Background: an optimization exercise with open tools, aiming at small area. Do not read the settings as production practice. At most, simulation tests tie the RTL to the original design; equivalence was not proved. The clock input has no modelled driver; a real chip could not lean on it and would need a root buffer or a full tree. Power figures rest on the tool's default switching activity, not on a simulated workload.

==> module counter, before the edit <==
module counter(input clk, input r0, output [15:0] led, output [15:0] nq, output step);
    reg [5:0] p;
    reg [15:0] n;
    reg [15:1] l;
    assign step = (&p[3:0]) & ~r0;
    function [3:0] bcd_inc(input [3:0] d, input c);
        bcd_inc = {d[3] ^ (c & d[0] & ((d[2] & d[1]) | d[3])),
                   d[2] ^ (c & d[0] & d[1]),
                   d[1] ^ (c & d[0] & ~d[3]),
                   d[0] ^ c};
    endfunction
    wire c1 = step & n[0] & n[3];
    wire c2 = c1 & n[4] & n[7];
    wire c3 = c2 & n[8] & n[11];
    assign led = r0 ? 16'h4888 : {l, n[0]} + step;
    assign nq = n;
    always @(posedge clk) begin
        if (r0) begin
            p <= 6'b011110;
            n <= 16'h1234;
        end else begin
            p <= {p[4:0], p[0] ^ p[5] ^ (p[1] & p[3])};
            n <= {bcd_inc(n[15:12], c3), bcd_inc(n[11:8], c2),
                  bcd_inc(n[7:4], c1), bcd_inc(n[3:0], step)};
        end
        l <= led[15:1];
    end
endmodule
==> module top, before the edit <==
module top(clk, rst, led, digit, Seven_Seg);
    input clk;
    input rst;
    output [15:0] led;
    output [0:3] digit;
    output [0:7] Seven_Seg;
    wire [15:0] nq;
    wire step;
    wire r0;
    counter c(
        .clk(clk),
        .r0(r0),
        .led(led),
        .nq(nq),
        .step(step)
    );
    print_num disp(
        .clk(clk),
        .rst(rst),
        .nq(nq),
        .digit(digit),
        .Seven_Seg(Seven_Seg),
        .r0(r0)
    );
endmodule
export LEC_CHECK = 0
export CAP_MARGIN = 20
export CORE_AREA = 2 2 60 60
export DIE_AREA = 0 0 62 62
export GPL_TIMING_DRIVEN = 0
export SLEW_MARGIN = 20
create_clock -name core_clock -period 16.0 [get_ports {clk}]
standard.sh (not shown) runs the stock make flow with config.mk's settings and CLKGATE_MAP_FILE= SYNTH_SCRIPT=/design/flow/synth_recipe.tcl, a recipe that flattens the netlist after the stock synthesis.
==> flow/flow/run.sh <==
#!/bin/bash
# Own layout flow: the standard synthesis, then a stronger area-oriented
# re-mapping of the combinational cells (flip-flops kept as they are), then the
# standard layout with small port buffers and a small clock tree.
set -euo pipefail
W=$(pwd)
R=$W/orfs/results/$FLOW_PLATFORM/top/base
YOSYS=$(command -v yosys || echo $FLOW_HOME/../tools/install/yosys/bin/yosys)
LIB=$FLOW_HOME/platforms/$FLOW_PLATFORM/lib/sky130_fd_sc_hd__tt_025C_1v80.lib

# 1. standard synthesis up to the flattened netlist
bash standard.sh $R/1_2_yosys.v > $W/synth_standard.log 2>&1
cp $R/1_2_yosys.v $W/yosys_standard.v

# 2. re-map the combinational logic
DU=""
for c in $(sed -n '/^export DONT_USE_CELLS/,/^#/p' $FLOW_HOME/platforms/$FLOW_PLATFORM/config.mk | grep -o 'sky130_fd_sc_hd__[a-z0-9_]*'); do
  DU="$DU -dont_use $c"
done
# one re-mapping per ABC script in flow/remap_*.abc, run side by side; the smallest is kept
best=""
best_area=""
for abc in $W/flow/remap_*.abc; do
  k=$(basename $abc .abc)
  cat > $W/$k.ys <<EOT
read_liberty -ignore_miss_func $LIB
blackbox sky130_fd_sc_hd__df* sky130_fd_sc_hd__edf* sky130_fd_sc_hd__sdf* sky130_fd_sc_hd__dl* sky130_fd_sc_hd__sedf*
read_verilog $W/yosys_standard.v
hierarchy -top $FLOW_TOP
flatten
rename -hide w:_*_.*
opt_clean -purge
abc -liberty $LIB $DU -script $abc
rename -hide w:_*_.*
opt_clean -purge
hilomap -singleton -hicell sky130_fd_sc_hd__conb_1 HI -locell sky130_fd_sc_hd__conb_1 LO
insbuf -buf sky130_fd_sc_hd__buf_1 A X
tee -o $W/$k.stat stat -liberty $LIB
write_verilog -noattr -noexpr -nohex -nodec $W/$k.v
EOT
  $YOSYS -s $W/$k.ys > $W/$k.log 2>&1 &
done
wait
for abc in $W/flow/remap_*.abc; do
  k=$(basename $abc .abc)
  area=$(grep -s "Chip area" $W/$k.stat | awk '{print $NF}' || true)
  echo "$k $area" >> $W/remap_areas.txt
  [[ -n "$area" && -s $W/$k.v ]] || continue
  if [[ -z "$best" ]] || awk -v a=$area -v b=$best_area 'BEGIN { exit !(a < b) }'; then
    best=$k
    best_area=$area
  fi
done
echo "kept $best" >> $W/remap_areas.txt
cp $W/$best.v $W/yosys_remapped.v
# the re-mapped netlist must read back cleanly
$YOSYS -p "read_liberty -lib $LIB; read_verilog $W/yosys_remapped.v; hierarchy -top $FLOW_TOP; check -assert" > $W/remap_check.log 2>&1
cp $W/yosys_remapped.v $R/1_2_yosys.v

# 3. the rest of the standard layout
export PRE_GLOBAL_PLACE_TCL=$W/flow/input_buffers.tcl
export BUFFER_PORTS_ARGS="-outputs -buffer_cell sky130_fd_sc_hd__buf_1"
export PRE_CTS_TCL=$W/flow/clock_buffers.tcl
export CLOCK_BUFFERS=2
export CLOCK_BUFFER_CELL=sky130_fd_sc_hd__clkbuf_8
bash standard.sh > $W/layout.log 2>&1
Other scripts of this flow, unchanged in this note and not shown: flow/flow/clock_buffers.tcl, flow/flow/input_buffers.tcl, flow/flow/remap_a.abc, flow/flow/remap_b.abc, flow/flow/remap_c.abc, flow/flow/remap_d.abc
The baseline finished clean.
Change:
--- a/flow/design.v
+++ b/flow/design.v
@@ -1,5 +1,5 @@
-module counter(input clk, input r0, output [15:0] led, output [15:0] nq, output step);
+module counter(input clk, input rst, input r0, output [15:0] led, output [15:0] nq, output step);
     reg [5:0] p;
     reg [15:0] n;
     reg [15:1] l;
     assign step = (&p[3:0]) & ~r0;
@@ -11,20 +11,21 @@
     endfunction
     wire c1 = step & n[0] & n[3];
     wire c2 = c1 & n[4] & n[7];
     wire c3 = c2 & n[8] & n[11];
-    assign led = r0 ? 16'h4888 : {l, n[0]} + step;
+    assign led = {l, n[0]} + step;
     assign nq = n;
     always @(posedge clk) begin
-        if (r0) begin
-            p <= 6'b011110;
+        if (rst) begin
+            p <= 6'b001111;
             n <= 16'h1234;
+            l <= 15'h2444;
         end else begin
             p <= {p[4:0], p[0] ^ p[5] ^ (p[1] & p[3])};
             n <= {bcd_inc(n[15:12], c3), bcd_inc(n[11:8], c2),
                   bcd_inc(n[7:4], c1), bcd_inc(n[3:0], step)};
+            l <= led[15:1];
         end
-        l <= led[15:1];
     end
 endmodule
 module print_num(input clk, input rst, input [15:0] nq, output [0:3] digit, output [0:7] Seven_Seg, output r0);
     reg [2:0] q;
@@ -66,8 +67,9 @@
     wire step;
     wire r0;
     counter c(
         .clk(clk),
+        .rst(rst),
         .r0(r0),
         .led(led),
         .nq(nq),
         .step(step)
After rerunning: The changed run completed with no timing, DRC or antenna violations. Cell area rises by 2.6%. Power decreases by 3.0%. First-iteration DRC count goes down by 33%. Utilization increases by 1.4 points. Critical path depth goes up by 10. Register-to-register slack gets worse by 360 ps. Clock skew goes down by 3.5 ps. Via count goes up by 1.6%. Worst setup slack loses 210 ps. Global-route usage shrinks by 0.69 points. Cell count went up by 7.8%.
For the first run of this note, only the layout was checked, not whether the RTL still works. No run of this note takes its clock network from TritonCTS; it comes from the design's own scripts or RTL.

-- separate check: timing with driven ports --
The flow's constraints put no driver on any port. The routed layouts listed below were extracted and timed again, unchanged, in two steps. Step 1, drivers: a clkbuf_16 drives clk and a buf_2 each remaining input, both assumed. Step 2 adds t to the input delays and takes it off the output delays; t is the mean of the earliest and latest rising clock arrival at the registers after step 1. Input paths then give back, and output paths get back, about the clock's delay inside the block. a / b / c = ideal ports / drivers / drivers and shift; a / b = the first two.
run | shift t [ns] | setup slack, ns | worst setup path at the end
the first run | 0.199 | 9.860 / 9.828 / 10.027 | register to output
the second run | 0.196 | 9.654 / 9.621 / 9.816 | register to output
After both steps every run listed still meets setup and hold.
